Context: an optimization exercise on an open-source flow, tuned for small area. The choices shown serve that exercise and are no tape-out recipe.
Function was checked by simulation only, so behaviour that the tests miss may differ from the original.

oak:
==> flow/design.v <==
`timescale 1ns/10ps
module IOTDF( clk, rst, in_en, iot_in, fn_sel, busy, valid, iot_out);
input          clk;
input          rst;
input          in_en;
input  [7:0]   iot_in;
input  [2:0]   fn_sel;
output         busy;
output         valid;
output [127:0] iot_out;
wire f_max  = (fn_sel == 3'd1);
wire f_min  = (fn_sel == 3'd2);
wire f_avg  = (fn_sel == 3'd3);
wire f_ext  = (fn_sel == 3'd4);
wire f_exc  = (fn_sel == 3'd5);
wire f_pmax = (fn_sel == 3'd6);
wire f_pmin = (fn_sel == 3'd7);
wire f_peak = f_pmax | f_pmin;
wire lo_mode = f_min | f_pmin;           
reg  [3:0] bcnt;         
reg  [2:0] wcnt;         
reg        rnd0;         
reg        pass;         
reg  [3:0] pcnt;         
wire last_b  = in_en & (bcnt == 4'd15);
wire first_b = (bcnt == 4'd0);
always @(posedge clk or posedge rst) begin
	if (rst) begin
		bcnt <= 4'd0;
		wcnt <= 3'd0;
		rnd0 <= 1'b1;
		pass <= 1'b0;
	end else begin
		if (in_en) bcnt <= bcnt + 4'd1;
		if (last_b) wcnt <= wcnt + 3'd1;
		if (last_b & (wcnt == 3'd7)) rnd0 <= 1'b0;
		if (f_avg & last_b & (wcnt == 3'd7)) pass <= 1'b1;
		else if (pcnt == 4'd15) pass <= 1'b0;
	end
end
reg  [127:0] ra;         
reg  [127:0] rb;         
reg  [119:0] ro;         
reg  [14:0]  pc;         
reg  [2:0]   x3;         
reg          eb, gb;     
reg          ea, ga;     
reg          fd, fq, ff;  
wire [7:0] ha = ra[127:120];
wire [7:0] hb = rb[127:120];
function [1:0] cmp8;
	input [7:0] a, b;
	reg gt, lt;
	integer j;
	begin
		gt = 1'b0;
		lt = 1'b0;
		for (j = 0; j <= 7; j = j + 1) begin
			gt = (a[j] & ~b[j]) | (a[j] & gt) | (~b[j] & gt);
			lt = (~a[j] & b[j]) | (~a[j] & lt) | (b[j] & lt);
		end
		cmp8 = {gt, ~(gt | lt)};
	end
endfunction
wire eb_e = first_b | eb;
wire gb_e = ~first_b & gb;
wire [1:0] cb = cmp8(iot_in, hb);
wire b_eq = cb[0];
wire b_bt = lo_mode ? ~(cb[1] | cb[0]) : cb[1];
wire b_first = (f_peak ? rnd0 : 1'b1) & (wcnt == 3'd0);
wire b_sel = b_first | f_avg | gb_e | (eb_e & b_bt);
wire [7:0] tb = b_sel ? iot_in : hb;
wire ea_e = first_b | ea;
wire ga_e = ~first_b & ga;
wire [1:0] ca = cmp8(iot_in, ha);
wire a_eq = ca[0];
wire a_bt = lo_mode ? ~(ca[1] | ca[0]) : ca[1];
wire a_win = ga_e | (ea_e & a_bt);      
reg cin;
reg [7:0] la_s;
reg       la_p;
integer k;
always @(*) begin
	cin = 1'b0;
	for (k = 15; k >= 1; k = k - 1) begin
		la_s = ra[127-8*k -: 8];
		la_p = (k <= 14) ? pc[k] : 1'b0;
		cin = (&la_s[7:1]) & ((la_s[0] & la_p) | (la_s[0] & cin) | (la_p & cin));
	end
end
wire       w1    = (wcnt == 3'd1);
wire [7:0] add_a = (w1 & ~pass) ? hb : ha;
wire [7:0] add_b = pass ? {7'd0, cin} : iot_in;
wire       add_c = (w1 & ~pass) ? 1'b0 : pc[0];
reg  [8:0] add_s;
reg        add_k;
integer    m;
always @(*) begin
	add_k = add_c;
	for (m = 0; m < 8; m = m + 1) begin
		add_s[m] = add_a[m] ^ add_b[m] ^ add_k;
		add_k = (add_a[m] & add_b[m]) | (add_a[m] & add_k) | (add_b[m] & add_k);
	end
	add_s[8] = add_k;
end
wire [2:0] top3  = (pcnt == 4'd0) ? (x3 + add_s[8]) : x3;
wire [7:0] avg_o = {top3, add_s[7:3]};
wire in_ff = (iot_in == 8'hFF);
wire d0 = f_ext ? ((iot_in >= 8'h70) & (iot_in < 8'hAF)) :
                  ((iot_in < 8'h7F) | (iot_in >= 8'hC0));
wire q0 = f_ext ? (iot_in == 8'hAF) : (iot_in == 8'h7F);
wire x_cond = fd | (fq & ~(ff & in_ff));
wire copy_b = f_max | f_min | (f_peak & rnd0);
wire [7:0] to = copy_b ? tb : (f_avg ? avg_o : iot_in);
assign iot_out = {ro, to};
assign busy = 1'b0;
assign valid = f_avg ? (pass & (pcnt == 4'd15)) :
               (last_b & ((f_max | f_min) ? (wcnt == 3'd7) :
                          (f_ext | f_exc) ? x_cond :
                          f_peak ? (rnd0 ? (wcnt == 3'd7) : a_win) : 1'b0));
wire en_a = f_avg ? (pass | (in_en & (wcnt != 3'd0))) : in_en;
wire [7:0] ta = f_avg ? add_s[7:0] :
                ((wcnt == 3'd7) ? tb : ha);
always @(posedge clk)
	pcnt <= pass ? pcnt + 4'd1 : 4'd0;
always @(posedge clk) begin
	ro <= {ro[111:0], to};
	eb <= eb_e & b_eq;
	gb <= gb_e | (eb_e & b_bt);
	ea <= ea_e & a_eq;
	ga <= a_win;
	ff <= first_b | (ff & in_ff);
	if (first_b) begin
		fd <= d0;
		fq <= q0;
	end
	if (in_en)
		rb <= {rb[119:0], tb};
	if (en_a) begin
		ra <= {ra[119:0], ta};
		pc <= {~pass & ~first_b & add_s[8], pc[14:1]};
	end
	if (pass)
		x3 <= add_s[2:0];
	else if (f_avg & in_en & (wcnt != 3'd0) & first_b)
		x3 <= (w1 ? 3'd0 : x3) + add_s[8];
end
endmodule
clock: 12.0 ns
lec_check: 0
abc_area: 1
cap_margin: 20
core_margin: 2
core_utilization: 50
slew_margin: 20
standard.sh (not shown) runs the stock make flow with config.mk's settings and CLKGATE_MAP_FILE= SYNTH_SCRIPT=/design/flow/synth_recipe.tcl, a recipe that flattens the netlist after the stock synthesis.
==> flow/flow/run.sh <==
#!/bin/bash
# Layout flow: the standard ORFS flow (standard.sh) with three changes:
#  - synthesis is the standard flow's synth_recipe.tcl unchanged, except that its final
#    technology-mapping abc call runs flow/abc_area_deep.script (a longer
#    area-oriented ABC script). Flip-flops are mapped before that call by
#    dfflibmap and are left as they are, so registers keep their names and cells.
#  - port buffers use sky130_fd_sc_hd__buf_1 (every port is still buffered).
#  - CTS clusters sinks with clkbuf_8 buffers and inserts no dummy loads.
# Each tool's full output stays in the ORFS logs under orfs/logs; make's output
# goes to flow.log in this folder.
set -uo pipefail
W=$(pwd)
{
  echo 'proc abc {args} { set i [lsearch -exact $args -script]; if {$i >= 0} { lset args [expr {$i + 1}] $::env(OWN_ABC_SCRIPT) }; yosys abc {*}$args }'
  cat "$W/synth_recipe.tcl"
} > "$W/synth_own.tcl"
export OWN_ABC_SCRIPT="$W/flow/abc_area_deep.script"
bash "$W/standard.sh" \
  SYNTH_SCRIPT="$W/synth_own.tcl" \
  ABC_AREA=1 \
  BUFFER_PORTS_ARGS="-buffer_cell sky130_fd_sc_hd__buf_1" \
  CTS_ARGS="-sink_clustering_enable -repair_clock_nets -dont_use_dummy_load -sink_clustering_size 20 -sink_clustering_max_diameter 60 -buf_list sky130_fd_sc_hd__clkbuf_8" \
  finish > "$W/flow.log" 2>&1
rc=$?
mkdir -p "$W/logs_copy"
cp -r "$W/orfs/logs/." "$W/logs_copy/" 2>/dev/null || true
exit $rc
==> flow/flow/abc_area_deep.script <==
strash
&get -n
&deepsyn -T 60
&put
dch -f
map -a
topo
stime -c
buffer -c
upsize -c
dnsize -c
Inputs modified between oak and pine:
==> flow/design.v, changed modules only <==
module IOTDF( clk, rst, in_en, iot_in, fn_sel, busy, valid, iot_out);
input          clk;
input          rst;
input          in_en;
input  [7:0]   iot_in;
input  [2:0]   fn_sel;
output         busy;
output         valid;
output [127:0] iot_out;
wire f_max  = (fn_sel == 3'd1);
wire f_min  = (fn_sel == 3'd2);
wire f_avg  = (fn_sel == 3'd3);
wire f_ext  = (fn_sel == 3'd4);
wire f_exc  = (fn_sel == 3'd5);
wire f_pmax = (fn_sel == 3'd6);
wire f_pmin = (fn_sel == 3'd7);
wire f_peak = f_pmax | f_pmin;
wire lo_mode = f_min | f_pmin;           
reg  [3:0] bcnt;         
reg  [2:0] wcnt;         
reg        rnd0;         
reg        pass;         
reg  [3:0] pcnt;         
wire last_b  = in_en & (bcnt == 4'd15);
wire first_b = (bcnt == 4'd0);
always @(posedge clk or posedge rst) begin
	if (rst) begin
		bcnt <= 4'd0;
		wcnt <= 3'd0;
		rnd0 <= 1'b1;
		pass <= 1'b0;
	end else begin
		if (in_en) bcnt <= bcnt + 4'd1;
		if (last_b) wcnt <= wcnt + 3'd1;
		if (last_b & (wcnt == 3'd7)) rnd0 <= 1'b0;
		if (f_avg & last_b & (wcnt == 3'd7)) pass <= 1'b1;
		else if (pcnt == 4'd15) pass <= 1'b0;
	end
end
reg  [127:0] ra;         
reg  [127:0] rb;         
reg  [119:0] ro;         
reg  [14:0]  pc;         
reg  [2:0]   x3;         
reg          eb, gb;     
reg          ea, ga;     
reg          fd, fq, ff;  
wire [7:0] ha = ra[127:120];
wire [7:0] hb = rb[127:120];
function [1:0] cmp8;
	input [7:0] a, b;
	reg gt, lt;
	integer j;
	begin
		gt = 1'b0;
		lt = 1'b0;
		for (j = 0; j <= 7; j = j + 1) begin
			gt = (a[j] & ~b[j]) | (a[j] & gt) | (~b[j] & gt);
			lt = (~a[j] & b[j]) | (~a[j] & lt) | (b[j] & lt);
		end
		cmp8 = {gt, ~(gt | lt)};
	end
endfunction
wire eb_e = first_b | eb;
wire gb_e = ~first_b & gb;
wire [1:0] cb = cmp8(iot_in, hb);
wire b_eq = cb[0];
wire b_bt = lo_mode ? ~(cb[1] | cb[0]) : cb[1];
wire b_first = (f_peak ? rnd0 : 1'b1) & (wcnt == 3'd0);
wire b_sel = b_first | f_avg | gb_e | (eb_e & b_bt);
wire [7:0] tb = b_sel ? iot_in : hb;
wire ea_e = first_b | ea;
wire ga_e = ~first_b & ga;
wire [1:0] ca = cmp8(iot_in, ha);
wire a_eq = ca[0];
wire a_bt = lo_mode ? ~(ca[1] | ca[0]) : ca[1];
wire a_win = ga_e | (ea_e & a_bt);      
reg cin;
reg [7:0] la_s;
reg       la_p;
integer k;
always @(*) begin
	cin = 1'b0;
	for (k = 15; k >= 1; k = k - 1) begin
		la_s = ra[127-8*k -: 8];
		la_p = (k <= 14) ? pc[k] : 1'b0;
		cin = (&la_s[7:1]) & ((la_s[0] & la_p) | (la_s[0] & cin) | (la_p & cin));
	end
end
wire       w1    = (wcnt == 3'd1);
wire       a_w0  = f_avg & w1 & ~pass;
wire [7:0] add_a = a_w0 ? hb : ha;
wire [7:0] add_b = pass ? {7'd0, cin} : (iot_in & {8{f_avg}});
wire       add_c = f_avg & ~a_w0 & pc[0];
reg  [8:0] add_s;
reg        add_k;
integer    m;
always @(*) begin
	add_k = add_c;
	for (m = 0; m < 8; m = m + 1) begin
		add_s[m] = add_a[m] ^ add_b[m] ^ add_k;
		add_k = (add_a[m] & add_b[m]) | (add_a[m] & add_k) | (add_b[m] & add_k);
	end
	add_s[8] = add_k;
end
wire [2:0] x3_i  = ((w1 & ~pass) ? 3'd0 : x3) + add_s[8];
wire [2:0] top3  = (pcnt == 4'd0) ? x3_i : x3;
wire [7:0] avg_o = {top3, add_s[7:3]};
wire in_ff = (iot_in == 8'hFF);
wire d0 = f_ext ? ((iot_in >= 8'h70) & (iot_in < 8'hAF)) :
                  ((iot_in < 8'h7F) | (iot_in >= 8'hC0));
wire q0 = f_ext ? (iot_in == 8'hAF) : (iot_in == 8'h7F);
wire x_cond = ga | (ea & ~(ff & in_ff));
wire copy_b = f_max | f_min | (f_peak & rnd0);
wire [7:0] to = copy_b ? tb : (f_avg ? avg_o : iot_in);
assign iot_out = {ro, to};
assign busy = 1'b0;
assign valid = f_avg ? (pass & (pcnt == 4'd15)) :
               (last_b & ((f_max | f_min) ? (wcnt == 3'd7) :
                          (f_ext | f_exc) ? x_cond :
                          f_peak ? (rnd0 ? (wcnt == 3'd7) : a_win) : 1'b0));
wire en_a = f_avg ? (pass | (in_en & (wcnt != 3'd0))) : in_en;
wire [7:0] ta = (f_peak & (wcnt == 3'd7)) ? tb : add_s[7:0];
always @(posedge clk)
	pcnt <= pass ? pcnt + 4'd1 : 4'd0;
always @(posedge clk) begin
	ro <= {ro[111:0], to};
	eb <= eb_e & b_eq;
	gb <= gb_e | (eb_e & b_bt);
	ea <= (f_ext | f_exc) ? (first_b ? q0 : ea) : (ea_e & a_eq);
	ga <= (f_ext | f_exc) ? (first_b ? d0 : ga) : a_win;
	ff <= first_b | (ff & in_ff);
	if (in_en)
		rb <= {rb[119:0], tb};
	if (en_a) begin
		ra <= {ra[119:0], ta};
		pc <= {~pass & ~first_b & add_s[8], pc[14:1]};
	end
	if (pass)
		x3 <= add_s[2:0];
	else if (f_avg & in_en & (wcnt != 3'd0) & first_b)
		x3 <= x3_i;
end
endmodule
The flow did not stop early for oak: all stages ran, and the layout cleared the timing, design-rule and antenna checks.
pine: done, clean on timing, DRC and antenna
oak -> pine: area growth from synthesis to final layout flat
Comparing pine against oak, there is no change at all in total number of tap cells.
The run showing the smaller cell area after layout is pine.
Relative to oak, minimum clock period after layout has increased by 0.62 ns in pine.
Comparing pine and oak, filler cell count in the final layout is higher on oak.

==> re-timing with driven ports <==
In the flow no input, the clock included, has a driving cell. The finished layouts below were timed again as built, in two steps. Step 1: set_driving_cell puts a clkbuf_16 on clk and a buf_2 on each other input, an assumption about the parent block. Step 2 also shifts input and output timing later by t, the mid clock arrival at the registers, as if the neighbouring blocks saw the same clock. a / b / c = ideal ports / drivers / drivers and shift; a / b = the first two.
| run | shift t [ns] | setup slack, ns | worst setup path after step 2 |
|---|---|---|---|
| oak | 0.609 | 2.082 / 2.037 / 2.647 | register to output |
| pine | 0.592 | 1.461 / 1.424 / 1.424 | input to output |
After both steps setup and hold are still met in every run listed. The setup slack of pine, which loses most, moves by -0.037 ns with the drivers and by -0.037 ns with both steps.
